From an optimization exercise on the open Yosys and OpenROAD flow, aimed at small area, a short achievable clock period and few clock cycles per item; shortcuts taken in it are not production practice.
Function was not checked in any run shown here: the RTL went through the layout flow alone.

==> flow/design.v (outline; a module is shown in full before it is edited, if it fits) <==
// module product_gen: 1983 lines
// module fa: 4 lines
// module ha: 4 lines
module product_gen
#(
parameter WORD_SIZE=29
)
(
  input wire clk,
  output wire[2*WORD_SIZE-1:0] sum1,
  input wire[WORD_SIZE-1:0] min,
  input wire[WORD_SIZE-1:0] q
);
  // ...
==> flow/flow/run.sh <==
#!/bin/bash
set -uo pipefail
export BUFFER_PORTS_ARGS="-buffer_cell sky130_fd_sc_hd__buf_4"
bash standard.sh > standard.log 2>&1
==> flow/standard.sh <==
#!/bin/bash
# synth_recipe.tcl (not shown) runs the flow's synth.tcl, then flattens the netlist and writes it again
# the make line also repeats each setting of config.mk as NAME=value (left out here)
make -C /OpenROAD-flow-scripts/flow DESIGN_CONFIG=/design/flow/config.mk WORK_HOME=/design/flow/orfs CLKGATE_MAP_FILE= SYNTH_SCRIPT=/design/flow/synth_recipe.tcl "${@:-finish}"
==> flow/config.mk <==
export PLATFORM = sky130hd
export DESIGN_NAME = product_gen
export DESIGN_NICKNAME = product_gen
export VERILOG_FILES = /design/flow/design.v
export SDC_FILE = /design/flow/constraint.sdc
export NUM_CORES = 4
export LEC_CHECK = 0
export CAP_MARGIN = 20
export CORE_MARGIN = 2
export CORE_UTILIZATION = 60
export SETUP_SLACK_MARGIN = 0.3
export SLEW_MARGIN = 20
export SYNTH_HIERARCHICAL = 1
export SYNTH_MINIMUM_KEEP_SIZE = 0
==> flow/constraint.sdc <==
create_clock -name core_clock -period 5.0 [get_ports {clk}]
set_input_delay 1.0000 -clock core_clock [delete_from_list [all_inputs] [get_ports {clk}]]
set_output_delay 1.0000 -clock core_clock [all_outputs]
set_load 0.01 [all_outputs]
==> results.yml, run 1 <==
logic_synthesis:
  synth_cells: 2103
  synth_mux_area_share_pct: 0.0458
  netlist_area_sq_um: 21900
  synth-edff-count: 0
route:
  drt-met1-wl_mm: 28.7
  finalWirelength_mm: 73.6
clock_network:
  cts_tree: "done"
  clockBufferDepth: 2
final_layout:
  multi_input_area_share_pct: 75.0
  utilization_pct: 69.6
  mostFrequentLayoutCell: "xnor2_1"
placement:
  hpwl_mm: 52.0
global_routing:
  grt_overflow: 0
  grt_antenna_before_repair: 1
hold_path:
  hold_path_depth: 3
  holdCritStartpoint: "q[0]"
worst_setup_path:
  path_delay_family: "adder cells"
  path_common_cell: "ha_4"
  crit_arrival_ns: 3.63
  criticalPathCategory: "register to primary output"
die:
  die_x_um: 195
sta:
  rsz0062_at_grt: "yes"
  timing.fmax_mhz: 216
run_status:
  run_status: "finished clean"
==> run 2: changes to the inputs <==
--- a/flow/design.v
+++ b/flow/design.v
@@ -1522,342 +1522,586 @@
   ha u_hs1511 (r1435, r1436, hs1511, hc1512);
   wire hs1513, hc1514;
   ha u_hs1513 (r1437, r1438, hs1513, hc1514);
   wire [57:0] fa_x = {hc1512, hc1510, hc1508, hc1506, hc1504, hc1502, hc1500, hc1498, hc1496, hc1494, hc1492, hc1490, hc1488, hs1487, fc1482, hs1483, hc1478, hs1477, fc1472, hs1473, hc1468, hc1466, hs1465, hc1462, hs1461, hc1458, fc1454, fc1450, hs1451, hc1446, hc1444, hc1442, hc1440, r1363, r1359, r1357, r1355, r1353, r1351, r1349, r1347, r1345, r1343, r1341, r1339, r1337, r1335, r1333, r1331, r1329, r1327, r1325, r1323, r1321, r1319, r1317, r1316, r1314};
   wire [57:0] fa_y = {hs1513, hs1511, hs1509, hs1507, hs1505, hs1503, hs1501, hs1499, hs1497, hs1495, hs1493, hs1491, hs1489, fc1486, fs1485, fs1481, hs1479, fc1476, fs1475, fs1471, hs1469, hs1467, fc1464, fs1463, fc1460, fs1459, hs1457, fs1453, fs1449, hs1447, hs1445, hs1443, hs1441, hs1439, r1360, r1358, r1356, r1354, r1352, r1350, r1348, r1346, r1344, r1342, r1340, r1338, r1336, r1334, r1332, r1330, r1328, r1326, r1324, r1322, r1320, r1318, 1'b0, r1315};
   wire [57:0] ag = fa_x & fa_y;
   wire [57:0] ap = fa_x ^ fa_y;
   wire pg1515 = ag[1] | (ap[1] & ag[0]);
-  wire pg1516 = ag[3] | (ap[3] & ag[2]);
-  wire pp_1517 = ap[3] & ap[2];
-  wire pg1518 = ag[5] | (ap[5] & ag[4]);
-  wire pp_1519 = ap[5] & ap[4];
-  wire pg1520 = ag[7] | (ap[7] & ag[6]);
-  wire pp_1521 = ap[7] & ap[6];
-  wire pg1522 = ag[9] | (ap[9] & ag[8]);
-  wire pp_1523 = ap[9] & ap[8];
-  wire pg1524 = ag[11] | (ap[11] & ag[10]);
-  wire pp_1525 = ap[11] & ap[10];
-  wire pg1526 = ag[13] | (ap[13] & ag[12]);
-  wire pp_1527 = ap[13] & ap[12];
-  wire pg1528 = ag[15] | (ap[15] & ag[14]);
-  wire pp_1529 = ap[15] & ap[14];
-  wire pg1530 = ag[17] | (ap[17] & ag[16]);
-  wire pp_1531 = ap[17] & ap[16];
-  wire pg1532 = ag[19] | (ap[19] & ag[18]);
-  wire pp_1533 = ap[19] & ap[18];
-  wire pg1534 = ag[21] | (ap[21] & ag[20]);
-  wire pp_1535 = ap[21] & ap[20];
-  wire pg1536 = ag[23] | (ap[23] & ag[22]);
-  wire pp_1537 = ap[23] & ap[22];
-  wire pg1538 = ag[25] | (ap[25] & ag[24]);
-  wire pp_1539 = ap[25] & ap[24];
-  wire pg1540 = ag[27] | (ap[27] & ag[26]);
-  wire pp_1541 = ap[27] & ap[26];
-  wire pg1542 = ag[29] | (ap[29] & ag[28]);
-  wire pp_1543 = ap[29] & ap[28];
-  wire pg1544 = ag[31] | (ap[31] & ag[30]);
-  wire pp_1545 = ap[31] & ap[30];
-  wire pg1546 = ag[33] | (ap[33] & ag[32]);
-  wire pp_1547 = ap[33] & ap[32];
-  wire pg1548 = ag[35] | (ap[35] & ag[34]);
-  wire pp_1549 = ap[35] & ap[34];
-  wire pg1550 = ag[37] | (ap[37] & ag[36]);
-  wire pp_1551 = ap[37] & ap[36];
-  wire pg1552 = ag[39] | (ap[39] & ag[38]);
-  wire pp_1553 = ap[39] & ap[38];
-  wire pg1554 = ag[41] | (ap[41] & ag[40]);
-  wire pp_1555 = ap[41] & ap[40];
-  wire pg1556 = ag[43] | (ap[43] & ag[42]);
-  wire pp_1557 = ap[43] & ap[42];
-  wire pg1558 = ag[45] | (ap[45] & ag[44]);
-  wire pp_1559 = ap[45] & ap[44];
-  wire pg1560 = ag[47] | (ap[47] & ag[46]);
-  wire pp_1561 = ap[47] & ap[46];
-  wire pg1562 = ag[49] | (ap[49] & ag[48]);
-  wire pp_1563 = ap[49] & ap[48];
-  wire pg1564 = ag[51] | (ap[51] & ag[50]);
-  wire pp_1565 = ap[51] & ap[50];
-  wire pg1566 = ag[53] | (ap[53] & ag[52]);
-  wire pp_1567 = ap[53] & ap[52];
-  wire pg1568 = ag[55] | (ap[55] & ag[54]);
-  wire pp_1569 = ap[55] & ap[54];
-  wire pg1570 = ag[57] | (ap[57] & ag[56]);
-  wire pp_1571 = ap[57] & ap[56];
-  wire pg1572 = ag[2] | (ap[2] & pg1515);
-  wire pg1573 = pg1516 | (pp_1517 & pg1515);
-  wire pg1574 = ag[6] | (ap[6] & pg1518);
-  wire pp_1575 = ap[6] & pp_1519;
-  wire pg1576 = pg1520 | (pp_1521 & pg1518);
-  wire pp_1577 = pp_1521 & pp_1519;
-  wire pg1578 = ag[10] | (ap[10] & pg1522);
-  wire pp_1579 = ap[10] & pp_1523;
-  wire pg1580 = pg1524 | (pp_1525 & pg1522);
-  wire pp_1581 = pp_1525 & pp_1523;
-  wire pg1582 = ag[14] | (ap[14] & pg1526);
-  wire pp_1583 = ap[14] & pp_1527;
-  wire pg1584 = pg1528 | (pp_1529 & pg1526);
-  wire pp_1585 = pp_1529 & pp_1527;
-  wire pg1586 = ag[18] | (ap[18] & pg1530);
-  wire pp_1587 = ap[18] & pp_1531;
-  wire pg1588 = pg1532 | (pp_1533 & pg1530);
-  wire pp_1589 = pp_1533 & pp_1531;
-  wire pg1590 = ag[22] | (ap[22] & pg1534);
-  wire pp_1591 = ap[22] & pp_1535;
-  wire pg1592 = pg1536 | (pp_1537 & pg1534);
-  wire pp_1593 = pp_1537 & pp_1535;
-  wire pg1594 = ag[26] | (ap[26] & pg1538);
-  wire pp_1595 = ap[26] & pp_1539;
-  wire pg1596 = pg1540 | (pp_1541 & pg1538);
-  wire pp_1597 = pp_1541 & pp_1539;
-  wire pg1598 = ag[30] | (ap[30] & pg1542);
-  wire pp_1599 = ap[30] & pp_1543;
-  wire pg1600 = pg1544 | (pp_1545 & pg1542);
-  wire pp_1601 = pp_1545 & pp_1543;
-  wire pg1602 = ag[34] | (ap[34] & pg1546);
-  wire pp_1603 = ap[34] & pp_1547;
-  wire pg1604 = pg1548 | (pp_1549 & pg1546);
-  wire pp_1605 = pp_1549 & pp_1547;
-  wire pg1606 = ag[38] | (ap[38] & pg1550);
-  wire pp_1607 = ap[38] & pp_1551;
-  wire pg1608 = pg1552 | (pp_1553 & pg1550);
-  wire pp_1609 = pp_1553 & pp_1551;
-  wire pg1610 = ag[42] | (ap[42] & pg1554);
-  wire pp_1611 = ap[42] & pp_1555;
-  wire pg1612 = pg1556 | (pp_1557 & pg1554);
-  wire pp_1613 = pp_1557 & pp_1555;
-  wire pg1614 = ag[46] | (ap[46] & pg1558);
-  wire pp_1615 = ap[46] & pp_1559;
-  wire pg1616 = pg1560 | (pp_1561 & pg1558);
-  wire pp_1617 = pp_1561 & pp_1559;
-  wire pg1618 = ag[50] | (ap[50] & pg1562);
-  wire pp_1619 = ap[50] & pp_1563;
-  wire pg1620 = pg1564 | (pp_1565 & pg1562);
-  wire pp_1621 = pp_1565 & pp_1563;
-  wire pg1622 = ag[54] | (ap[54] & pg1566);
-  wire pp_1623 = ap[54] & pp_1567;
-  wire pg1624 = pg1568 | (pp_1569 & pg1566);
-  wire pp_1625 = pp_1569 & pp_1567;
-  wire pg1626 = ag[4] | (ap[4] & pg1573);
-  wire pg1627 = pg1518 | (pp_1519 & pg1573);
-  wire pg1628 = pg1574 | (pp_1575 & pg1573);
-  wire pg1629 = pg1576 | (pp_1577 & pg1573);
-  wire pg1630 = ag[12] | (ap[12] & pg1580);
-  wire pp_1631 = ap[12] & pp_1581;
-  wire pg1632 = pg1526 | (pp_1527 & pg1580);
-  wire pp_1633 = pp_1527 & pp_1581;
-  wire pg1634 = pg1582 | (pp_1583 & pg1580);
-  wire pp_1635 = pp_1583 & pp_1581;
-  wire pg1636 = pg1584 | (pp_1585 & pg1580);
-  wire pp_1637 = pp_1585 & pp_1581;
-  wire pg1638 = ag[20] | (ap[20] & pg1588);
-  wire pp_1639 = ap[20] & pp_1589;
-  wire pg1640 = pg1534 | (pp_1535 & pg1588);
-  wire pp_1641 = pp_1535 & pp_1589;
-  wire pg1642 = pg1590 | (pp_1591 & pg1588);
-  wire pp_1643 = pp_1591 & pp_1589;
-  wire pg1644 = pg1592 | (pp_1593 & pg1588);
-  wire pp_1645 = pp_1593 & pp_1589;
-  wire pg1646 = ag[28] | (ap[28] & pg1596);
-  wire pp_1647 = ap[28] & pp_1597;
-  wire pg1648 = pg1542 | (pp_1543 & pg1596);
-  wire pp_1649 = pp_1543 & pp_1597;
-  wire pg1650 = pg1598 | (pp_1599 & pg1596);
-  wire pp_1651 = pp_1599 & pp_1597;
-  wire pg1652 = pg1600 | (pp_1601 & pg1596);
-  wire pp_1653 = pp_1601 & pp_1597;
-  wire pg1654 = ag[36] | (ap[36] & pg1604);
-  wire pp_1655 = ap[36] & pp_1605;
-  wire pg1656 = pg1550 | (pp_1551 & pg1604);
-  wire pp_1657 = pp_1551 & pp_1605;
-  wire pg1658 = pg1606 | (pp_1607 & pg1604);
-  wire pp_1659 = pp_1607 & pp_1605;
-  wire pg1660 = pg1608 | (pp_1609 & pg1604);
-  wire pp_1661 = pp_1609 & pp_1605;
-  wire pg1662 = ag[44] | (ap[44] & pg1612);
-  wire pp_1663 = ap[44] & pp_1613;
-  wire pg1664 = pg1558 | (pp_1559 & pg1612);
-  wire pp_1665 = pp_1559 & pp_1613;
-  wire pg1666 = pg1614 | (pp_1615 & pg1612);
-  wire pp_1667 = pp_1615 & pp_1613;
-  wire pg1668 = pg1616 | (pp_1617 & pg1612);
-  wire pp_1669 = pp_1617 & pp_1613;
-  wire pg1670 = ag[52] | (ap[52] & pg1620);
-  wire pp_1671 = ap[52] & pp_1621;
-  wire pg1672 = pg1566 | (pp_1567 & pg1620);
-  wire pp_1673 = pp_1567 & pp_1621;
-  wire pg1674 = pg1622 | (pp_1623 & pg1620);
-  wire pp_1675 = pp_1623 & pp_1621;
-  wire pg1676 = pg1624 | (pp_1625 & pg1620);
-  wire pp_1677 = pp_1625 & pp_1621;
-  wire pg1678 = ag[8] | (ap[8] & pg1629);
-  wire pg1679 = pg1522 | (pp_1523 & pg1629);
-  wire pg1680 = pg1578 | (pp_1579 & pg1629);
-  wire pg1681 = pg1580 | (pp_1581 & pg1629);
-  wire pg1682 = pg1630 | (pp_1631 & pg1629);
-  wire pg1683 = pg1632 | (pp_1633 & pg1629);
-  wire pg1684 = pg1634 | (pp_1635 & pg1629);
-  wire pg1685 = pg1636 | (pp_1637 & pg1629);
-  wire pg1686 = ag[24] | (ap[24] & pg1644);
-  wire pp_1687 = ap[24] & pp_1645;
-  wire pg1688 = pg1538 | (pp_1539 & pg1644);
-  wire pp_1689 = pp_1539 & pp_1645;
-  wire pg1690 = pg1594 | (pp_1595 & pg1644);
-  wire pp_1691 = pp_1595 & pp_1645;
-  wire pg1692 = pg1596 | (pp_1597 & pg1644);
-  wire pp_1693 = pp_1597 & pp_1645;
-  wire pg1694 = pg1646 | (pp_1647 & pg1644);
-  wire pp_1695 = pp_1647 & pp_1645;
-  wire pg1696 = pg1648 | (pp_1649 & pg1644);
-  wire pp_1697 = pp_1649 & pp_1645;
-  wire pg1698 = pg1650 | (pp_1651 & pg1644);
-  wire pp_1699 = pp_1651 & pp_1645;
-  wire pg1700 = pg1652 | (pp_1653 & pg1644);
-  wire pp_1701 = pp_1653 & pp_1645;
-  wire pg1702 = ag[40] | (ap[40] & pg1660);
-  wire pp_1703 = ap[40] & pp_1661;
-  wire pg1704 = pg1554 | (pp_1555 & pg1660);
-  wire pp_1705 = pp_1555 & pp_1661;
-  wire pg1706 = pg1610 | (pp_1611 & pg1660);
-  wire pp_1707 = pp_1611 & pp_1661;
-  wire pg1708 = pg1612 | (pp_1613 & pg1660);
-  wire pp_1709 = pp_1613 & pp_1661;
-  wire pg1710 = pg1662 | (pp_1663 & pg1660);
-  wire pp_1711 = pp_1663 & pp_1661;
-  wire pg1712 = pg1664 | (pp_1665 & pg1660);
-  wire pp_1713 = pp_1665 & pp_1661;
-  wire pg1714 = pg1666 | (pp_1667 & pg1660);
-  wire pp_1715 = pp_1667 & pp_1661;
-  wire pg1716 = pg1668 | (pp_1669 & pg1660);
-  wire pp_1717 = pp_1669 & pp_1661;
-  wire pg1718 = ag[56] | (ap[56] & pg1676);
-  wire pp_1719 = ap[56] & pp_1677;
-  wire pg1720 = pg1570 | (pp_1571 & pg1676);
-  wire pp_1721 = pp_1571 & pp_1677;
-  wire pg1722 = ag[16] | (ap[16] & pg1685);
-  wire pg1723 = pg1530 | (pp_1531 & pg1685);
-  wire pg1724 = pg1586 | (pp_1587 & pg1685);
-  wire pg1725 = pg1588 | (pp_1589 & pg1685);
-  wire pg1726 = pg1638 | (pp_1639 & pg1685);
-  wire pg1727 = pg1640 | (pp_1641 & pg1685);
-  wire pg1728 = pg1642 | (pp_1643 & pg1685);
-  wire pg1729 = pg1644 | (pp_1645 & pg1685);
-  wire pg1730 = pg1686 | (pp_1687 & pg1685);
-  wire pg1731 = pg1688 | (pp_1689 & pg1685);
-  wire pg1732 = pg1690 | (pp_1691 & pg1685);
-  wire pg1733 = pg1692 | (pp_1693 & pg1685);
-  wire pg1734 = pg1694 | (pp_1695 & pg1685);
-  wire pg1735 = pg1696 | (pp_1697 & pg1685);
-  wire pg1736 = pg1698 | (pp_1699 & pg1685);
-  wire pg1737 = pg1700 | (pp_1701 & pg1685);
-  wire pg1738 = ag[48] | (ap[48] & pg1716);
-  wire pp_1739 = ap[48] & pp_1717;
-  wire pg1740 = pg1562 | (pp_1563 & pg1716);
-  wire pp_1741 = pp_1563 & pp_1717;
-  wire pg1742 = pg1618 | (pp_1619 & pg1716);
-  wire pp_1743 = pp_1619 & pp_1717;
-  wire pg1744 = pg1620 | (pp_1621 & pg1716);
-  wire pp_1745 = pp_1621 & pp_1717;
-  wire pg1746 = pg1670 | (pp_1671 & pg1716);
-  wire pp_1747 = pp_1671 & pp_1717;
-  wire pg1748 = pg1672 | (pp_1673 & pg1716);
-  wire pp_1749 = pp_1673 & pp_1717;
-  wire pg1750 = pg1674 | (pp_1675 & pg1716);
-  wire pp_1751 = pp_1675 & pp_1717;
-  wire pg1752 = pg1676 | (pp_1677 & pg1716);
-  wire pp_1753 = pp_1677 & pp_1717;
-  wire pg1754 = pg1718 | (pp_1719 & pg1716);
-  wire pp_1755 = pp_1719 & pp_1717;
-  wire pg1756 = pg1720 | (pp_1721 & pg1716);
-  wire pp_1757 = pp_1721 & pp_1717;
-  wire pg1758 = ag[32] | (ap[32] & pg1737);
-  wire pg1759 = pg1546 | (pp_1547 & pg1737);
-  wire pg1760 = pg1602 | (pp_1603 & pg1737);
-  wire pg1761 = pg1604 | (pp_1605 & pg1737);
-  wire pg1762 = pg1654 | (pp_1655 & pg1737);
-  wire pg1763 = pg1656 | (pp_1657 & pg1737);
-  wire pg1764 = pg1658 | (pp_1659 & pg1737);
-  wire pg1765 = pg1660 | (pp_1661 & pg1737);
-  wire pg1766 = pg1702 | (pp_1703 & pg1737);
-  wire pg1767 = pg1704 | (pp_1705 & pg1737);
-  wire pg1768 = pg1706 | (pp_1707 & pg1737);
-  wire pg1769 = pg1708 | (pp_1709 & pg1737);
-  wire pg1770 = pg1710 | (pp_1711 & pg1737);
-  wire pg1771 = pg1712 | (pp_1713 & pg1737);
-  wire pg1772 = pg1714 | (pp_1715 & pg1737);
-  wire pg1773 = pg1716 | (pp_1717 & pg1737);
-  wire pg1774 = pg1738 | (pp_1739 & pg1737);
-  wire pg1775 = pg1740 | (pp_1741 & pg1737);
-  wire pg1776 = pg1742 | (pp_1743 & pg1737);
-  wire pg1777 = pg1744 | (pp_1745 & pg1737);
-  wire pg1778 = pg1746 | (pp_1747 & pg1737);
-  wire pg1779 = pg1748 | (pp_1749 & pg1737);
-  wire pg1780 = pg1750 | (pp_1751 & pg1737);
-  wire pg1781 = pg1752 | (pp_1753 & pg1737);
-  wire pg1782 = pg1754 | (pp_1755 & pg1737);
-  wire pg1783 = pg1756 | (pp_1757 & pg1737);
+  wire pg1516 = ag[2] | (ap[2] & ag[1]);
+  wire pp_1517 = ap[2] & ap[1];
+  wire pg1518 = ag[3] | (ap[3] & ag[2]);
+  wire pp_1519 = ap[3] & ap[2];
+  wire pg1520 = ag[4] | (ap[4] & ag[3]);
+  wire pp_1521 = ap[4] & ap[3];
+  wire pg1522 = ag[5] | (ap[5] & ag[4]);
+  wire pp_1523 = ap[5] & ap[4];
+  wire pg1524 = ag[6] | (ap[6] & ag[5]);
+  wire pp_1525 = ap[6] & ap[5];
+  wire pg1526 = ag[7] | (ap[7] & ag[6]);
+  wire pp_1527 = ap[7] & ap[6];
+  wire pg1528 = ag[8] | (ap[8] & ag[7]);
+  wire pp_1529 = ap[8] & ap[7];
+  wire pg1530 = ag[9] | (ap[9] & ag[8]);
+  wire pp_1531 = ap[9] & ap[8];
+  wire pg1532 = ag[10] | (ap[10] & ag[9]);
+  wire pp_1533 = ap[10] & ap[9];
+  wire pg1534 = ag[11] | (ap[11] & ag[10]);
+  wire pp_1535 = ap[11] & ap[10];
+  wire pg1536 = ag[12] | (ap[12] & ag[11]);
+  wire pp_1537 = ap[12] & ap[11];
+  wire pg1538 = ag[13] | (ap[13] & ag[12]);
+  wire pp_1539 = ap[13] & ap[12];
+  wire pg1540 = ag[14] | (ap[14] & ag[13]);
+  wire pp_1541 = ap[14] & ap[13];
+  wire pg1542 = ag[15] | (ap[15] & ag[14]);
+  wire pp_1543 = ap[15] & ap[14];
+  wire pg1544 = ag[16] | (ap[16] & ag[15]);
+  wire pp_1545 = ap[16] & ap[15];
+  wire pg1546 = ag[17] | (ap[17] & ag[16]);
+  wire pp_1547 = ap[17] & ap[16];
+  wire pg1548 = ag[18] | (ap[18] & ag[17]);
+  wire pp_1549 = ap[18] & ap[17];
+  wire pg1550 = ag[19] | (ap[19] & ag[18]);
+  wire pp_1551 = ap[19] & ap[18];
+  wire pg1552 = ag[20] | (ap[20] & ag[19]);
+  wire pp_1553 = ap[20] & ap[19];
+  wire pg1554 = ag[21] | (ap[21] & ag[20]);
+  wire pp_1555 = ap[21] & ap[20];
+  wire pg1556 = ag[22] | (ap[22] & ag[21]);
+  wire pp_1557 = ap[22] & ap[21];
+  wire pg1558 = ag[23] | (ap[23] & ag[22]);
+  wire pp_1559 = ap[23] & ap[22];
+  wire pg1560 = ag[24] | (ap[24] & ag[23]);
+  wire pp_1561 = ap[24] & ap[23];
+  wire pg1562 = ag[25] | (ap[25] & ag[24]);
+  wire pp_1563 = ap[25] & ap[24];
+  wire pg1564 = ag[26] | (ap[26] & ag[25]);
+  wire pp_1565 = ap[26] & ap[25];
+  wire pg1566 = ag[27] | (ap[27] & ag[26]);
+  wire pp_1567 = ap[27] & ap[26];
+  wire pg1568 = ag[28] | (ap[28] & ag[27]);
+  wire pp_1569 = ap[28] & ap[27];
+  wire pg1570 = ag[29] | (ap[29] & ag[28]);
+  wire pp_1571 = ap[29] & ap[28];
+  wire pg1572 = ag[30] | (ap[30] & ag[29]);
+  wire pp_1573 = ap[30] & ap[29];
+  wire pg1574 = ag[31] | (ap[31] & ag[30]);
+  wire pp_1575 = ap[31] & ap[30];
+  wire pg1576 = ag[32] | (ap[32] & ag[31]);
+  wire pp_1577 = ap[32] & ap[31];
+  wire pg1578 = ag[33] | (ap[33] & ag[32]);
+  wire pp_1579 = ap[33] & ap[32];
+  wire pg1580 = ag[34] | (ap[34] & ag[33]);
+  wire pp_1581 = ap[34] & ap[33];
+  wire pg1582 = ag[35] | (ap[35] & ag[34]);
+  wire pp_1583 = ap[35] & ap[34];
+  wire pg1584 = ag[36] | (ap[36] & ag[35]);
+  wire pp_1585 = ap[36] & ap[35];
+  wire pg1586 = ag[37] | (ap[37] & ag[36]);
+  wire pp_1587 = ap[37] & ap[36];
+  wire pg1588 = ag[38] | (ap[38] & ag[37]);
+  wire pp_1589 = ap[38] & ap[37];
+  wire pg1590 = ag[39] | (ap[39] & ag[38]);
+  wire pp_1591 = ap[39] & ap[38];
+  wire pg1592 = ag[40] | (ap[40] & ag[39]);
+  wire pp_1593 = ap[40] & ap[39];
+  wire pg1594 = ag[41] | (ap[41] & ag[40]);
+  wire pp_1595 = ap[41] & ap[40];
+  wire pg1596 = ag[42] | (ap[42] & ag[41]);
+  wire pp_1597 = ap[42] & ap[41];
+  wire pg1598 = ag[43] | (ap[43] & ag[42]);
+  wire pp_1599 = ap[43] & ap[42];
+  wire pg1600 = ag[44] | (ap[44] & ag[43]);
+  wire pp_1601 = ap[44] & ap[43];
+  wire pg1602 = ag[45] | (ap[45] & ag[44]);
+  wire pp_1603 = ap[45] & ap[44];
+  wire pg1604 = ag[46] | (ap[46] & ag[45]);
+  wire pp_1605 = ap[46] & ap[45];
+  wire pg1606 = ag[47] | (ap[47] & ag[46]);
+  wire pp_1607 = ap[47] & ap[46];
+  wire pg1608 = ag[48] | (ap[48] & ag[47]);
+  wire pp_1609 = ap[48] & ap[47];
+  wire pg1610 = ag[49] | (ap[49] & ag[48]);
+  wire pp_1611 = ap[49] & ap[48];
+  wire pg1612 = ag[50] | (ap[50] & ag[49]);
+  wire pp_1613 = ap[50] & ap[49];
+  wire pg1614 = ag[51] | (ap[51] & ag[50]);
+  wire pp_1615 = ap[51] & ap[50];
+  wire pg1616 = ag[52] | (ap[52] & ag[51]);
+  wire pp_1617 = ap[52] & ap[51];
+  wire pg1618 = ag[53] | (ap[53] & ag[52]);
+  wire pp_1619 = ap[53] & ap[52];
+  wire pg1620 = ag[54] | (ap[54] & ag[53]);
+  wire pp_1621 = ap[54] & ap[53];
+  wire pg1622 = ag[55] | (ap[55] & ag[54]);
+  wire pp_1623 = ap[55] & ap[54];
+  wire pg1624 = ag[56] | (ap[56] & ag[55]);
+  wire pp_1625 = ap[56] & ap[55];
+  wire pg1626 = ag[57] | (ap[57] & ag[56]);
+  wire pp_1627 = ap[57] & ap[56];
+  wire pg1628 = pg1516 | (pp_1517 & ag[0]);
+  wire pg1629 = pg1518 | (pp_1519 & pg1515);
+  wire pg1630 = pg1520 | (pp_1521 & pg1516);
+  wire pp_1631 = pp_1521 & pp_1517;
+  wire pg1632 = pg1522 | (pp_1523 & pg1518);
+  wire pp_1633 = pp_1523 & pp_1519;
+  wire pg1634 = pg1524 | (pp_1525 & pg1520);
+  wire pp_1635 = pp_1525 & pp_1521;
+  wire pg1636 = pg1526 | (pp_1527 & pg1522);
+  wire pp_1637 = pp_1527 & pp_1523;
+  wire pg1638 = pg1528 | (pp_1529 & pg1524);
+  wire pp_1639 = pp_1529 & pp_1525;
+  wire pg1640 = pg1530 | (pp_1531 & pg1526);
+  wire pp_1641 = pp_1531 & pp_1527;
+  wire pg1642 = pg1532 | (pp_1533 & pg1528);
+  wire pp_1643 = pp_1533 & pp_1529;
+  wire pg1644 = pg1534 | (pp_1535 & pg1530);
+  wire pp_1645 = pp_1535 & pp_1531;
+  wire pg1646 = pg1536 | (pp_1537 & pg1532);
+  wire pp_1647 = pp_1537 & pp_1533;
+  wire pg1648 = pg1538 | (pp_1539 & pg1534);
+  wire pp_1649 = pp_1539 & pp_1535;
+  wire pg1650 = pg1540 | (pp_1541 & pg1536);
+  wire pp_1651 = pp_1541 & pp_1537;
+  wire pg1652 = pg1542 | (pp_1543 & pg1538);
+  wire pp_1653 = pp_1543 & pp_1539;
+  wire pg1654 = pg1544 | (pp_1545 & pg1540);
+  wire pp_1655 = pp_1545 & pp_1541;
+  wire pg1656 = pg1546 | (pp_1547 & pg1542);
+  wire pp_1657 = pp_1547 & pp_1543;
+  wire pg1658 = pg1548 | (pp_1549 & pg1544);
+  wire pp_1659 = pp_1549 & pp_1545;
+  wire pg1660 = pg1550 | (pp_1551 & pg1546);
+  wire pp_1661 = pp_1551 & pp_1547;
+  wire pg1662 = pg1552 | (pp_1553 & pg1548);
+  wire pp_1663 = pp_1553 & pp_1549;
+  wire pg1664 = pg1554 | (pp_1555 & pg1550);
+  wire pp_1665 = pp_1555 & pp_1551;
+  wire pg1666 = pg1556 | (pp_1557 & pg1552);
+  wire pp_1667 = pp_1557 & pp_1553;
+  wire pg1668 = pg1558 | (pp_1559 & pg1554);
+  wire pp_1669 = pp_1559 & pp_1555;
+  wire pg1670 = pg1560 | (pp_1561 & pg1556);
+  wire pp_1671 = pp_1561 & pp_1557;
+  wire pg1672 = pg1562 | (pp_1563 & pg1558);
+  wire pp_1673 = pp_1563 & pp_1559;
+  wire pg1674 = pg1564 | (pp_1565 & pg1560);
+  wire pp_1675 = pp_1565 & pp_1561;
+  wire pg1676 = pg1566 | (pp_1567 & pg1562);
+  wire pp_1677 = pp_1567 & pp_1563;
+  wire pg1678 = pg1568 | (pp_1569 & pg1564);
+  wire pp_1679 = pp_1569 & pp_1565;
+  wire pg1680 = pg1570 | (pp_1571 & pg1566);
+  wire pp_1681 = pp_1571 & pp_1567;
+  wire pg1682 = pg1572 | (pp_1573 & pg1568);
+  wire pp_1683 = pp_1573 & pp_1569;
+  wire pg1684 = pg1574 | (pp_1575 & pg1570);
+  wire pp_1685 = pp_1575 & pp_1571;
+  wire pg1686 = pg1576 | (pp_1577 & pg1572);
+  wire pp_1687 = pp_1577 & pp_1573;
+  wire pg1688 = pg1578 | (pp_1579 & pg1574);
+  wire pp_1689 = pp_1579 & pp_1575;
+  wire pg1690 = pg1580 | (pp_1581 & pg1576);
+  wire pp_1691 = pp_1581 & pp_1577;
+  wire pg1692 = pg1582 | (pp_1583 & pg1578);
+  wire pp_1693 = pp_1583 & pp_1579;
+  wire pg1694 = pg1584 | (pp_1585 & pg1580);
+  wire pp_1695 = pp_1585 & pp_1581;
+  wire pg1696 = pg1586 | (pp_1587 & pg1582);
+  wire pp_1697 = pp_1587 & pp_1583;
+  wire pg1698 = pg1588 | (pp_1589 & pg1584);
+  wire pp_1699 = pp_1589 & pp_1585;
+  wire pg1700 = pg1590 | (pp_1591 & pg1586);
+  wire pp_1701 = pp_1591 & pp_1587;
+  wire pg1702 = pg1592 | (pp_1593 & pg1588);
+  wire pp_1703 = pp_1593 & pp_1589;
+  wire pg1704 = pg1594 | (pp_1595 & pg1590);
+  wire pp_1705 = pp_1595 & pp_1591;
+  wire pg1706 = pg1596 | (pp_1597 & pg1592);
+  wire pp_1707 = pp_1597 & pp_1593;
+  wire pg1708 = pg1598 | (pp_1599 & pg1594);
+  wire pp_1709 = pp_1599 & pp_1595;
+  wire pg1710 = pg1600 | (pp_1601 & pg1596);
+  wire pp_1711 = pp_1601 & pp_1597;
+  wire pg1712 = pg1602 | (pp_1603 & pg1598);
+  wire pp_1713 = pp_1603 & pp_1599;
+  wire pg1714 = pg1604 | (pp_1605 & pg1600);
+  wire pp_1715 = pp_1605 & pp_1601;
+  wire pg1716 = pg1606 | (pp_1607 & pg1602);
+  wire pp_1717 = pp_1607 & pp_1603;
+  wire pg1718 = pg1608 | (pp_1609 & pg1604);
+  wire pp_1719 = pp_1609 & pp_1605;
+  wire pg1720 = pg1610 | (pp_1611 & pg1606);
+  wire pp_1721 = pp_1611 & pp_1607;
+  wire pg1722 = pg1612 | (pp_1613 & pg1608);
+  wire pp_1723 = pp_1613 & pp_1609;
+  wire pg1724 = pg1614 | (pp_1615 & pg1610);
+  wire pp_1725 = pp_1615 & pp_1611;
+  wire pg1726 = pg1616 | (pp_1617 & pg1612);
+  wire pp_1727 = pp_1617 & pp_1613;
+  wire pg1728 = pg1618 | (pp_1619 & pg1614);
+  wire pp_1729 = pp_1619 & pp_1615;
+  wire pg1730 = pg1620 | (pp_1621 & pg1616);
+  wire pp_1731 = pp_1621 & pp_1617;
+  wire pg1732 = pg1622 | (pp_1623 & pg1618);
+  wire pp_1733 = pp_1623 & pp_1619;
+  wire pg1734 = pg1624 | (pp_1625 & pg1620);
+  wire pp_1735 = pp_1625 & pp_1621;
+  wire pg1736 = pg1626 | (pp_1627 & pg1622);
+  wire pp_1737 = pp_1627 & pp_1623;
+  wire pg1738 = pg1630 | (pp_1631 & ag[0]);
+  wire pg1739 = pg1632 | (pp_1633 & pg1515);
+  wire pg1740 = pg1634 | (pp_1635 & pg1628);
+  wire pg1741 = pg1636 | (pp_1637 & pg1629);
+  wire pg1742 = pg1638 | (pp_1639 & pg1630);
+  wire pp_1743 = pp_1639 & pp_1631;
+  wire pg1744 = pg1640 | (pp_1641 & pg1632);
+  wire pp_1745 = pp_1641 & pp_1633;
+  wire pg1746 = pg1642 | (pp_1643 & pg1634);
+  wire pp_1747 = pp_1643 & pp_1635;
+  wire pg1748 = pg1644 | (pp_1645 & pg1636);
+  wire pp_1749 = pp_1645 & pp_1637;
+  wire pg1750 = pg1646 | (pp_1647 & pg1638);
+  wire pp_1751 = pp_1647 & pp_1639;
+  wire pg1752 = pg1648 | (pp_1649 & pg1640);
+  wire pp_1753 = pp_1649 & pp_1641;
+  wire pg1754 = pg1650 | (pp_1651 & pg1642);
+  wire pp_1755 = pp_1651 & pp_1643;
+  wire pg1756 = pg1652 | (pp_1653 & pg1644);
+  wire pp_1757 = pp_1653 & pp_1645;
+  wire pg1758 = pg1654 | (pp_1655 & pg1646);
+  wire pp_1759 = pp_1655 & pp_1647;
+  wire pg1760 = pg1656 | (pp_1657 & pg1648);
+  wire pp_1761 = pp_1657 & pp_1649;
+  wire pg1762 = pg1658 | (pp_1659 & pg1650);
+  wire pp_1763 = pp_1659 & pp_1651;
+  wire pg1764 = pg1660 | (pp_1661 & pg1652);
+  wire pp_1765 = pp_1661 & pp_1653;
+  wire pg1766 = pg1662 | (pp_1663 & pg1654);
+  wire pp_1767 = pp_1663 & pp_1655;
+  wire pg1768 = pg1664 | (pp_1665 & pg1656);
+  wire pp_1769 = pp_1665 & pp_1657;
+  wire pg1770 = pg1666 | (pp_1667 & pg1658);
+  wire pp_1771 = pp_1667 & pp_1659;
+  wire pg1772 = pg1668 | (pp_1669 & pg1660);
+  wire pp_1773 = pp_1669 & pp_1661;
+  wire pg1774 = pg1670 | (pp_1671 & pg1662);
+  wire pp_1775 = pp_1671 & pp_1663;
+  wire pg1776 = pg1672 | (pp_1673 & pg1664);
+  wire pp_1777 = pp_1673 & pp_1665;
+  wire pg1778 = pg1674 | (pp_1675 & pg1666);
+  wire pp_1779 = pp_1675 & pp_1667;
+  wire pg1780 = pg1676 | (pp_1677 & pg1668);
+  wire pp_1781 = pp_1677 & pp_1669;
+  wire pg1782 = pg1678 | (pp_1679 & pg1670);
+  wire pp_1783 = pp_1679 & pp_1671;
+  wire pg1784 = pg1680 | (pp_1681 & pg1672);
+  wire pp_1785 = pp_1681 & pp_1673;
+  wire pg1786 = pg1682 | (pp_1683 & pg1674);
+  wire pp_1787 = pp_1683 & pp_1675;
+  wire pg1788 = pg1684 | (pp_1685 & pg1676);
+  wire pp_1789 = pp_1685 & pp_1677;
+  wire pg1790 = pg1686 | (pp_1687 & pg1678);
+  wire pp_1791 = pp_1687 & pp_1679;
+  wire pg1792 = pg1688 | (pp_1689 & pg1680);
+  wire pp_1793 = pp_1689 & pp_1681;
+  wire pg1794 = pg1690 | (pp_1691 & pg1682);
+  wire pp_1795 = pp_1691 & pp_1683;
+  wire pg1796 = pg1692 | (pp_1693 & pg1684);
+  wire pp_1797 = pp_1693 & pp_1685;
+  wire pg1798 = pg1694 | (pp_1695 & pg1686);
+  wire pp_1799 = pp_1695 & pp_1687;
+  wire pg1800 = pg1696 | (pp_1697 & pg1688);
+  wire pp_1801 = pp_1697 & pp_1689;
+  wire pg1802 = pg1698 | (pp_1699 & pg1690);
+  wire pp_1803 = pp_1699 & pp_1691;
+  wire pg1804 = pg1700 | (pp_1701 & pg1692);
+  wire pp_1805 = pp_1701 & pp_1693;
+  wire pg1806 = pg1702 | (pp_1703 & pg1694);
+  wire pp_1807 = pp_1703 & pp_1695;
+  wire pg1808 = pg1704 | (pp_1705 & pg1696);
+  wire pp_1809 = pp_1705 & pp_1697;
+  wire pg1810 = pg1706 | (pp_1707 & pg1698);
+  wire pp_1811 = pp_1707 & pp_1699;
+  wire pg1812 = pg1708 | (pp_1709 & pg1700);
+  wire pp_1813 = pp_1709 & pp_1701;
+  wire pg1814 = pg1710 | (pp_1711 & pg1702);
+  wire pp_1815 = pp_1711 & pp_1703;
+  wire pg1816 = pg1712 | (pp_1713 & pg1704);
+  wire pp_1817 = pp_1713 & pp_1705;
+  wire pg1818 = pg1714 | (pp_1715 & pg1706);
+  wire pp_1819 = pp_1715 & pp_1707;
+  wire pg1820 = pg1716 | (pp_1717 & pg1708);
+  wire pp_1821 = pp_1717 & pp_1709;
+  wire pg1822 = pg1718 | (pp_1719 & pg1710);
+  wire pp_1823 = pp_1719 & pp_1711;
+  wire pg1824 = pg1720 | (pp_1721 & pg1712);
+  wire pp_1825 = pp_1721 & pp_1713;
+  wire pg1826 = pg1722 | (pp_1723 & pg1714);
+  wire pp_1827 = pp_1723 & pp_1715;
+  wire pg1828 = pg1724 | (pp_1725 & pg1716);
+  wire pp_1829 = pp_1725 & pp_1717;
+  wire pg1830 = pg1726 | (pp_1727 & pg1718);
+  wire pp_1831 = pp_1727 & pp_1719;
+  wire pg1832 = pg1728 | (pp_1729 & pg1720);
+  wire pp_1833 = pp_1729 & pp_1721;
+  wire pg1834 = pg1730 | (pp_1731 & pg1722);
+  wire pp_1835 = pp_1731 & pp_1723;
+  wire pg1836 = pg1732 | (pp_1733 & pg1724);
+  wire pp_1837 = pp_1733 & pp_1725;
+  wire pg1838 = pg1734 | (pp_1735 & pg1726);
+  wire pp_1839 = pp_1735 & pp_1727;
+  wire pg1840 = pg1736 | (pp_1737 & pg1728);
+  wire pp_1841 = pp_1737 & pp_1729;
+  wire pg1842 = pg1742 | (pp_1743 & ag[0]);
+  wire pg1843 = pg1744 | (pp_1745 & pg1515);
+  wire pg1844 = pg1746 | (pp_1747 & pg1628);
+  wire pg1845 = pg1748 | (pp_1749 & pg1629);
+  wire pg1846 = pg1750 | (pp_1751 & pg1738);
+  wire pg1847 = pg1752 | (pp_1753 & pg1739);
+  wire pg1848 = pg1754 | (pp_1755 & pg1740);
+  wire pg1849 = pg1756 | (pp_1757 & pg1741);
+  wire pg1850 = pg1758 | (pp_1759 & pg1742);
+  wire pp_1851 = pp_1759 & pp_1743;
+  wire pg1852 = pg1760 | (pp_1761 & pg1744);
+  wire pp_1853 = pp_1761 & pp_1745;
+  wire pg1854 = pg1762 | (pp_1763 & pg1746);
+  wire pp_1855 = pp_1763 & pp_1747;
+  wire pg1856 = pg1764 | (pp_1765 & pg1748);
+  wire pp_1857 = pp_1765 & pp_1749;
+  wire pg1858 = pg1766 | (pp_1767 & pg1750);
+  wire pp_1859 = pp_1767 & pp_1751;
+  wire pg1860 = pg1768 | (pp_1769 & pg1752);
+  wire pp_1861 = pp_1769 & pp_1753;
+  wire pg1862 = pg1770 | (pp_1771 & pg1754);
+  wire pp_1863 = pp_1771 & pp_1755;
+  wire pg1864 = pg1772 | (pp_1773 & pg1756);
+  wire pp_1865 = pp_1773 & pp_1757;
+  wire pg1866 = pg1774 | (pp_1775 & pg1758);
+  wire pp_1867 = pp_1775 & pp_1759;
+  wire pg1868 = pg1776 | (pp_1777 & pg1760);
+  wire pp_1869 = pp_1777 & pp_1761;
+  wire pg1870 = pg1778 | (pp_1779 & pg1762);
+  wire pp_1871 = pp_1779 & pp_1763;
+  wire pg1872 = pg1780 | (pp_1781 & pg1764);
+  wire pp_1873 = pp_1781 & pp_1765;
+  wire pg1874 = pg1782 | (pp_1783 & pg1766);
+  wire pp_1875 = pp_1783 & pp_1767;
+  wire pg1876 = pg1784 | (pp_1785 & pg1768);
+  wire pp_1877 = pp_1785 & pp_1769;
+  wire pg1878 = pg1786 | (pp_1787 & pg1770);
+  wire pp_1879 = pp_1787 & pp_1771;
+  wire pg1880 = pg1788 | (pp_1789 & pg1772);
+  wire pp_1881 = pp_1789 & pp_1773;
+  wire pg1882 = pg1790 | (pp_1791 & pg1774);
+  wire pp_1883 = pp_1791 & pp_1775;
+  wire pg1884 = pg1792 | (pp_1793 & pg1776);
+  wire pp_1885 = pp_1793 & pp_1777;
+  wire pg1886 = pg1794 | (pp_1795 & pg1778);
+  wire pp_1887 = pp_1795 & pp_1779;
+  wire pg1888 = pg1796 | (pp_1797 & pg1780);
+  wire pp_1889 = pp_1797 & pp_1781;
+  wire pg1890 = pg1798 | (pp_1799 & pg1782);
+  wire pp_1891 = pp_1799 & pp_1783;
+  wire pg1892 = pg1800 | (pp_1801 & pg1784);
+  wire pp_1893 = pp_1801 & pp_1785;
+  wire pg1894 = pg1802 | (pp_1803 & pg1786);
+  wire pp_1895 = pp_1803 & pp_1787;
+  wire pg1896 = pg1804 | (pp_1805 & pg1788);
+  wire pp_1897 = pp_1805 & pp_1789;
+  wire pg1898 = pg1806 | (pp_1807 & pg1790);
+  wire pp_1899 = pp_1807 & pp_1791;
+  wire pg1900 = pg1808 | (pp_1809 & pg1792);
+  wire pp_1901 = pp_1809 & pp_1793;
+  wire pg1902 = pg1810 | (pp_1811 & pg1794);
+  wire pp_1903 = pp_1811 & pp_1795;
+  wire pg1904 = pg1812 | (pp_1813 & pg1796);
+  wire pp_1905 = pp_1813 & pp_1797;
+  wire pg1906 = pg1814 | (pp_1815 & pg1798);
+  wire pp_1907 = pp_1815 & pp_1799;
+  wire pg1908 = pg1816 | (pp_1817 & pg1800);
+  wire pp_1909 = pp_1817 & pp_1801;
+  wire pg1910 = pg1818 | (pp_1819 & pg1802);
+  wire pp_1911 = pp_1819 & pp_1803;
+  wire pg1912 = pg1820 | (pp_1821 & pg1804);
+  wire pp_1913 = pp_1821 & pp_1805;
+  wire pg1914 = pg1822 | (pp_1823 & pg1806);
+  wire pp_1915 = pp_1823 & pp_1807;
+  wire pg1916 = pg1824 | (pp_1825 & pg1808);
+  wire pp_1917 = pp_1825 & pp_1809;
+  wire pg1918 = pg1826 | (pp_1827 & pg1810);
+  wire pp_1919 = pp_1827 & pp_1811;
+  wire pg1920 = pg1828 | (pp_1829 & pg1812);
+  wire pp_1921 = pp_1829 & pp_1813;
+  wire pg1922 = pg1830 | (pp_1831 & pg1814);
+  wire pp_1923 = pp_1831 & pp_1815;
+  wire pg1924 = pg1832 | (pp_1833 & pg1816);
+  wire pp_1925 = pp_1833 & pp_1817;
+  wire pg1926 = pg1834 | (pp_1835 & pg1818);
+  wire pp_1927 = pp_1835 & pp_1819;
+  wire pg1928 = pg1836 | (pp_1837 & pg1820);
+  wire pp_1929 = pp_1837 & pp_1821;
+  wire pg1930 = pg1838 | (pp_1839 & pg1822);
+  wire pp_1931 = pp_1839 & pp_1823;
+  wire pg1932 = pg1840 | (pp_1841 & pg1824);
+  wire pp_1933 = pp_1841 & pp_1825;
+  wire pg1934 = pg1850 | (pp_1851 & ag[0]);
+  wire pg1935 = pg1852 | (pp_1853 & pg1515);
+  wire pg1936 = pg1854 | (pp_1855 & pg1628);
+  wire pg1937 = pg1856 | (pp_1857 & pg1629);
+  wire pg1938 = pg1858 | (pp_1859 & pg1738);
+  wire pg1939 = pg1860 | (pp_1861 & pg1739);
+  wire pg1940 = pg1862 | (pp_1863 & pg1740);
+  wire pg1941 = pg1864 | (pp_1865 & pg1741);
+  wire pg1942 = pg1866 | (pp_1867 & pg1842);
+  wire pg1943 = pg1868 | (pp_1869 & pg1843);
+  wire pg1944 = pg1870 | (pp_1871 & pg1844);
+  wire pg1945 = pg1872 | (pp_1873 & pg1845);
+  wire pg1946 = pg1874 | (pp_1875 & pg1846);
+  wire pg1947 = pg1876 | (pp_1877 & pg1847);
+  wire pg1948 = pg1878 | (pp_1879 & pg1848);
+  wire pg1949 = pg1880 | (pp_1881 & pg1849);
+  wire pg1950 = pg1882 | (pp_1883 & pg1850);
+  wire pp_1951 = pp_1883 & pp_1851;
+  wire pg1952 = pg1884 | (pp_1885 & pg1852);
+  wire pp_1953 = pp_1885 & pp_1853;
+  wire pg1954 = pg1886 | (pp_1887 & pg1854);
+  wire pp_1955 = pp_1887 & pp_1855;
+  wire pg1956 = pg1888 | (pp_1889 & pg1856);
+  wire pp_1957 = pp_1889 & pp_1857;
+  wire pg1958 = pg1890 | (pp_1891 & pg1858);
+  wire pp_1959 = pp_1891 & pp_1859;
+  wire pg1960 = pg1892 | (pp_1893 & pg1860);
+  wire pp_1961 = pp_1893 & pp_1861;
+  wire pg1962 = pg1894 | (pp_1895 & pg1862);
+  wire pp_1963 = pp_1895 & pp_1863;
+  wire pg1964 = pg1896 | (pp_1897 & pg1864);
+  wire pp_1965 = pp_1897 & pp_1865;
+  wire pg1966 = pg1898 | (pp_1899 & pg1866);
+  wire pp_1967 = pp_1899 & pp_1867;
+  wire pg1968 = pg1900 | (pp_1901 & pg1868);
+  wire pp_1969 = pp_1901 & pp_1869;
+  wire pg1970 = pg1902 | (pp_1903 & pg1870);
+  wire pp_1971 = pp_1903 & pp_1871;
+  wire pg1972 = pg1904 | (pp_1905 & pg1872);
+  wire pp_1973 = pp_1905 & pp_1873;
+  wire pg1974 = pg1906 | (pp_1907 & pg1874);
+  wire pp_1975 = pp_1907 & pp_1875;
+  wire pg1976 = pg1908 | (pp_1909 & pg1876);
+  wire pp_1977 = pp_1909 & pp_1877;
+  wire pg1978 = pg1910 | (pp_1911 & pg1878);
+  wire pp_1979 = pp_1911 & pp_1879;
+  wire pg1980 = pg1912 | (pp_1913 & pg1880);
+  wire pp_1981 = pp_1913 & pp_1881;
+  wire pg1982 = pg1914 | (pp_1915 & pg1882);
+  wire pp_1983 = pp_1915 & pp_1883;
+  wire pg1984 = pg1916 | (pp_1917 & pg1884);
+  wire pp_1985 = pp_1917 & pp_1885;
+  wire pg1986 = pg1918 | (pp_1919 & pg1886);
+  wire pp_1987 = pp_1919 & pp_1887;
+  wire pg1988 = pg1920 | (pp_1921 & pg1888);
+  wire pp_1989 = pp_1921 & pp_1889;
+  wire pg1990 = pg1922 | (pp_1923 & pg1890);
+  wire pp_1991 = pp_1923 & pp_1891;
+  wire pg1992 = pg1924 | (pp_1925 & pg1892);
+  wire pp_1993 = pp_1925 & pp_1893;
+  wire pg1994 = pg1926 | (pp_1927 & pg1894);
+  wire pp_1995 = pp_1927 & pp_1895;
+  wire pg1996 = pg1928 | (pp_1929 & pg1896);
+  wire pp_1997 = pp_1929 & pp_1897;
+  wire pg1998 = pg1930 | (pp_1931 & pg1898);
+  wire pp_1999 = pp_1931 & pp_1899;
+  wire pg2000 = pg1932 | (pp_1933 & pg1900);
+  wire pp_2001 = pp_1933 & pp_1901;
+  wire pg2002 = pg1950 | (pp_1951 & ag[0]);
+  wire pg2003 = pg1952 | (pp_1953 & pg1515);
+  wire pg2004 = pg1954 | (pp_1955 & pg1628);
+  wire pg2005 = pg1956 | (pp_1957 & pg1629);
+  wire pg2006 = pg1958 | (pp_1959 & pg1738);
+  wire pg2007 = pg1960 | (pp_1961 & pg1739);
+  wire pg2008 = pg1962 | (pp_1963 & pg1740);
+  wire pg2009 = pg1964 | (pp_1965 & pg1741);
+  wire pg2010 = pg1966 | (pp_1967 & pg1842);
+  wire pg2011 = pg1968 | (pp_1969 & pg1843);
+  wire pg2012 = pg1970 | (pp_1971 & pg1844);
+  wire pg2013 = pg1972 | (pp_1973 & pg1845);
+  wire pg2014 = pg1974 | (pp_1975 & pg1846);
+  wire pg2015 = pg1976 | (pp_1977 & pg1847);
+  wire pg2016 = pg1978 | (pp_1979 & pg1848);
+  wire pg2017 = pg1980 | (pp_1981 & pg1849);
+  wire pg2018 = pg1982 | (pp_1983 & pg1934);
+  wire pg2019 = pg1984 | (pp_1985 & pg1935);
+  wire pg2020 = pg1986 | (pp_1987 & pg1936);
+  wire pg2021 = pg1988 | (pp_1989 & pg1937);
+  wire pg2022 = pg1990 | (pp_1991 & pg1938);
+  wire pg2023 = pg1992 | (pp_1993 & pg1939);
+  wire pg2024 = pg1994 | (pp_1995 & pg1940);
+  wire pg2025 = pg1996 | (pp_1997 & pg1941);
+  wire pg2026 = pg1998 | (pp_1999 & pg1942);
+  wire pg2027 = pg2000 | (pp_2001 & pg1943);
   assign sum1[0] = ap[0];
   assign sum1[1] = ap[1] ^ ag[0];
   assign sum1[2] = ap[2] ^ pg1515;
-  assign sum1[3] = ap[3] ^ pg1572;
-  assign sum1[4] = ap[4] ^ pg1573;
-  assign sum1[5] = ap[5] ^ pg1626;
-  assign sum1[6] = ap[6] ^ pg1627;
-  assign sum1[7] = ap[7] ^ pg1628;
-  assign sum1[8] = ap[8] ^ pg1629;
-  assign sum1[9] = ap[9] ^ pg1678;
-  assign sum1[10] = ap[10] ^ pg1679;
-  assign sum1[11] = ap[11] ^ pg1680;
-  assign sum1[12] = ap[12] ^ pg1681;
-  assign sum1[13] = ap[13] ^ pg1682;
-  assign sum1[14] = ap[14] ^ pg1683;
-  assign sum1[15] = ap[15] ^ pg1684;
-  assign sum1[16] = ap[16] ^ pg1685;
-  assign sum1[17] = ap[17] ^ pg1722;
-  assign sum1[18] = ap[18] ^ pg1723;
-  assign sum1[19] = ap[19] ^ pg1724;
-  assign sum1[20] = ap[20] ^ pg1725;
-  assign sum1[21] = ap[21] ^ pg1726;
-  assign sum1[22] = ap[22] ^ pg1727;
-  assign sum1[23] = ap[23] ^ pg1728;
-  assign sum1[24] = ap[24] ^ pg1729;
-  assign sum1[25] = ap[25] ^ pg1730;
-  assign sum1[26] = ap[26] ^ pg1731;
-  assign sum1[27] = ap[27] ^ pg1732;
-  assign sum1[28] = ap[28] ^ pg1733;
-  assign sum1[29] = ap[29] ^ pg1734;
-  assign sum1[30] = ap[30] ^ pg1735;
-  assign sum1[31] = ap[31] ^ pg1736;
-  assign sum1[32] = ap[32] ^ pg1737;
-  assign sum1[33] = ap[33] ^ pg1758;
-  assign sum1[34] = ap[34] ^ pg1759;
-  assign sum1[35] = ap[35] ^ pg1760;
-  assign sum1[36] = ap[36] ^ pg1761;
-  assign sum1[37] = ap[37] ^ pg1762;
-  assign sum1[38] = ap[38] ^ pg1763;
-  assign sum1[39] = ap[39] ^ pg1764;
-  assign sum1[40] = ap[40] ^ pg1765;
-  assign sum1[41] = ap[41] ^ pg1766;
-  assign sum1[42] = ap[42] ^ pg1767;
-  assign sum1[43] = ap[43] ^ pg1768;
-  assign sum1[44] = ap[44] ^ pg1769;
-  assign sum1[45] = ap[45] ^ pg1770;
-  assign sum1[46] = ap[46] ^ pg1771;
-  assign sum1[47] = ap[47] ^ pg1772;
-  assign sum1[48] = ap[48] ^ pg1773;
-  assign sum1[49] = ap[49] ^ pg1774;
-  assign sum1[50] = ap[50] ^ pg1775;
-  assign sum1[51] = ap[51] ^ pg1776;
-  assign sum1[52] = ap[52] ^ pg1777;
-  assign sum1[53] = ap[53] ^ pg1778;
-  assign sum1[54] = ap[54] ^ pg1779;
-  assign sum1[55] = ap[55] ^ pg1780;
-  assign sum1[56] = ap[56] ^ pg1781;
-  assign sum1[57] = ap[57] ^ pg1782;
+  assign sum1[3] = ap[3] ^ pg1628;
+  assign sum1[4] = ap[4] ^ pg1629;
+  assign sum1[5] = ap[5] ^ pg1738;
+  assign sum1[6] = ap[6] ^ pg1739;
+  assign sum1[7] = ap[7] ^ pg1740;
+  assign sum1[8] = ap[8] ^ pg1741;
+  assign sum1[9] = ap[9] ^ pg1842;
+  assign sum1[10] = ap[10] ^ pg1843;
+  assign sum1[11] = ap[11] ^ pg1844;
+  assign sum1[12] = ap[12] ^ pg1845;
+  assign sum1[13] = ap[13] ^ pg1846;
+  assign sum1[14] = ap[14] ^ pg1847;
+  assign sum1[15] = ap[15] ^ pg1848;
+  assign sum1[16] = ap[16] ^ pg1849;
+  assign sum1[17] = ap[17] ^ pg1934;
+  assign sum1[18] = ap[18] ^ pg1935;
+  assign sum1[19] = ap[19] ^ pg1936;
+  assign sum1[20] = ap[20] ^ pg1937;
+  assign sum1[21] = ap[21] ^ pg1938;
+  assign sum1[22] = ap[22] ^ pg1939;
+  assign sum1[23] = ap[23] ^ pg1940;
+  assign sum1[24] = ap[24] ^ pg1941;
+  assign sum1[25] = ap[25] ^ pg1942;
+  assign sum1[26] = ap[26] ^ pg1943;
+  assign sum1[27] = ap[27] ^ pg1944;
+  assign sum1[28] = ap[28] ^ pg1945;
+  assign sum1[29] = ap[29] ^ pg1946;
+  assign sum1[30] = ap[30] ^ pg1947;
+  assign sum1[31] = ap[31] ^ pg1948;
+  assign sum1[32] = ap[32] ^ pg1949;
+  assign sum1[33] = ap[33] ^ pg2002;
+  assign sum1[34] = ap[34] ^ pg2003;
+  assign sum1[35] = ap[35] ^ pg2004;
+  assign sum1[36] = ap[36] ^ pg2005;
+  assign sum1[37] = ap[37] ^ pg2006;
+  assign sum1[38] = ap[38] ^ pg2007;
+  assign sum1[39] = ap[39] ^ pg2008;
+  assign sum1[40] = ap[40] ^ pg2009;
+  assign sum1[41] = ap[41] ^ pg2010;
+  assign sum1[42] = ap[42] ^ pg2011;
+  assign sum1[43] = ap[43] ^ pg2012;
+  assign sum1[44] = ap[44] ^ pg2013;
+  assign sum1[45] = ap[45] ^ pg2014;
+  assign sum1[46] = ap[46] ^ pg2015;
+  assign sum1[47] = ap[47] ^ pg2016;
+  assign sum1[48] = ap[48] ^ pg2017;
+  assign sum1[49] = ap[49] ^ pg2018;
+  assign sum1[50] = ap[50] ^ pg2019;
+  assign sum1[51] = ap[51] ^ pg2020;
+  assign sum1[52] = ap[52] ^ pg2021;
+  assign sum1[53] = ap[53] ^ pg2022;
+  assign sum1[54] = ap[54] ^ pg2023;
+  assign sum1[55] = ap[55] ^ pg2024;
+  assign sum1[56] = ap[56] ^ pg2025;
+  assign sum1[57] = ap[57] ^ pg2026;
   always @(posedge clk) begin
     r1314 <= bn3;
     r1315 <= pp4;
     r1316 <= pp5;
     r1317 <= pp6;
     r1318 <= hs510;
     r1319 <= hc511;
     r1320 <= hs512;
==> run 2 against run 1 <==
Non-clock buffer count fell by 18; via count rose by 7.9%; die area is 4.3% higher; hold slack better by 0.022 ns; critical path type unchanged; highest routed layer is now met4.
==> results.yml, run 2 <==
clock_network:
  clkSlewWorstSetupHoldPaths_ns: 0.07
  cts_root_buffer: "clkbuf_16"
  cts_hold_buffers: 0
  cts_sinks: 125
  cts-htree-levels: 4
  cts_tree: "done"
  numCtsBuffers: 17
  clockBufferDepth: 2
route:
  vias: 19400
  avgViaCountPerCell: 6.90
  drtAntennaViolNets: 0
  drc: 0
  wl_per_cell_um: 28.3
  drtPass1Iterations: 9
  finalWirelength_mm: 79.7
  drt_iter0_drc: 2599
logic_synthesis:
  yosysUniqueCellTypes: 72
  synth_cells: 2285
  synth_flop_cell: "dfxtp_1"
  synth_top_area_share_pct: 33.0
  synth-edff-count: 0
  ys_seq_area_share_pct: 11.0
  yosysMostFrequentCell: "xnor2_1"
  synth_seq_cells: 125
  synth_area_leader_cell: "fa_1"
  syn_area_per_cell_sq_um: 9.98
  synthTopCellsByArea: "fa_1, xnor2_1, a22oi_1"
  netlist_area_sq_um: 22800
  ys_warn_count: 7
  synthTopCellsByCount: "xnor2_1, fa_1, a22oi_1"
  synthArstFlopShare_pct: 0
worst_setup_path:
  worst-path-stages: 11
  end_kind: "primary output"
  path_cells: "fa_2, ha_4, a21o_1, o21bai_2, a21o_1, a21oi_2, o211ai_1, a21oi_2, mux2_2, a311oi_2, buf_4"
  worst-path-buf-inv: 1
  slowest_stage: "fa_2"
  criticalPathCategory: "register to primary output"
  start_kind: "register"
  cp_max_fo: 6
  cp_slowest_stage_delay_ns: 0.70
  path_delay_family: "compound AO/OA/AOI/OAI gates"
  critPathRequiredTime_ns: 4.00
  crit_arrival_ns: 3.63
global_routing:
  grt_antenna_before_repair: 0
  grt_max_degree: 31
  grt_usage_pct: 41.1
  grt_pass1_vias: 19800
  grt_pass1_wl_mm: 120
  grt_overflow: 0
die:
  start_util_pct: 60.7
  die_h_um: 199
  ioPinCount: 117
  core_sq_um: 37600
  num_rows: 71
  die_x_um: 199
  dieArea_sq_um: 39600
final_layout:
  diodes: 0
  final_cells: 2820
  drive_above_1_share_pct: 14.0
  final.fill_count: 2988
  fin_area_sq_um: 25500
  syn_to_final_growth_pct: 11.8
  layout_common_cells: "xnor2_1, fa_1, a22oi_1"
  num-nets-final: 2866
  mostFrequentLayoutCell: "xnor2_1"
sta:
  worst_pin_slew_ns: 0.760
  min_period_ns: 4.63
  finalCritPeriodShare_pct: 92.6
  hold_viol: 0
  drv_slew: 0
  rsz0062_at_grt: "yes"
  timing.fmax_mhz: 216
  finalWorstSetupSlack_ns: 0.372
  setup_violations: 0
  tns_ns: 0
  slew_headroom_pct: 49.3
placement:
  hpwl_mm: 57.3
  port_buffers: 116
  gp_congestion: 0.985
  place_area_sq_um: 24600
  pre_cts_slack_ns: 0.0950
  place_inst: 2780
flow_run:
  max_cap_violations: 0
hold_path:
  holdCritStartpoint: "q[0]"
  hold_path.class: "primary input to register"
  hold_path_depth: 3
  min_to: "r1315$_DFF_P_"
run_status:
  run_status: "finished clean"
run 2: cell types whose count changed after synthesis, moves of 8 or more:
cell | before | now
nand2_1 | 56 | 81
nand3_1 | 6 | 14
a21o_1 | 8 | 19
o21ai_0 | 29 | 43
o21bai_1 | 3 | 13
a21oi_1 | 36 | 75
xor2_1 | 24 | 34
nor2_1 | 34 | 47
buf_2 | 0 | 16
nand4_1 | 9 | 20
run 2: what timing repair did:
action,4_1_cts,5_1_grt
gates resized for setup,16,35
pin swaps,5,12
endpoints found under the setup margin,10,16
cloned,0,0
buffers inserted,3,5
run 2: logic make-up after synthesis:
family	after synthesis	share of synthesized area (%)
other cells	1	0.0164
fa+ha+maj	511	40.4
simple gates	243	5.30
buf+inv	283	4.76
mux	1	0.0494
compound gates	652	20.5
flops	125	11.0
xor+xnor	469	18.0
run 2: layer usage:
layer | global-route usage (%) | routed length, um | vias to the layer above | share of wire, %
li1 | - | - | 8037 | -
met3 | 16.6 | 12200 | 291 | 15
met2 | 59.3 | 33700 | 1513 | 42
met4 | 17.7 | 3560 | 0 | 4.5
met1 | 54.5 | 30300 | 9604 | 38
met5 | 0 | 0 | - | 0
run 2: cell type report:
cell class	instances	area [sq um]	share of cell area [%]
Timing Repair Buffer	221	2050	8.03
Clock inverter	13	164	0.643
Sequential cell	125	2500	9.81
Inverter	40	150	0.589
Multi-Input combinational cell	1891	19600	76.7
Tap cell	511	639	2.51
Clock buffer	19	443	1.74
run 2: worst max path at each step:
stage	start	endpoint	slack, ns
after floorplan	q[17]	r1371$_DFF_P_	0.30
after global placement	q[1]	r1371$_DFF_P_	0.18
after detailed placement	q[1]	r1385$_DFF_P_	0.09
after CTS	r1378$_DFF_P_	sum1[51]	0.27
after global routing	r1378$_DFF_P_	sum1[54]	0.27
final	r1407$_DFF_P_	sum1[55]	0.37
run 2: through the flow:
stage               utilization (%)  hold WS [ns]
detailed placement             65.4          1.30
global placement               65.4          1.28
floorplan                         -          1.03
global route                   67.9         0.847
finish                         67.9         0.857
CTS                            67.3         0.838
run 2: per-module statistics from Yosys (local to each module, per instance):
module       flip-flops and latches  cells inside  area [sq um]
ha                                0             1          12.5
fa                                0             1          20.0
product_gen                     125          1845         14500

==> afterwards: timing with drivers on the ports <==
The flow's constraints put no driver on any port. The routed layouts listed below were extracted and timed again, unchanged, in two steps.
Step 1: set_driving_cell puts a clkbuf_16 on clk and a buf_2 on each other input, an assumption about the parent block.
Step 2, shift: input delay + t, output delay - t, t = (earliest + latest rising clock arrival at the registers) / 2. This alone moves slack from input paths to output paths.
Slacks: ideal / step 1 / step 2; pairs: ideal / step 1.
run | shift t [ns] | slack for setup (ns) | worst setup path at the end | clock arrival spread, ns
run 1 | 0.508 | 0.366 / 0.308 / 0.025 | input to register | 0.012 / 0.013
run 2 | 0.485 | 0.372 / 0.320 / 0.016 | input to register | 0.013 / 0.014
After both steps setup and hold are still met in every run listed. The setup slack of run 2, which loses most, moves by -0.052 ns with the drivers and by -0.356 ns with both steps.
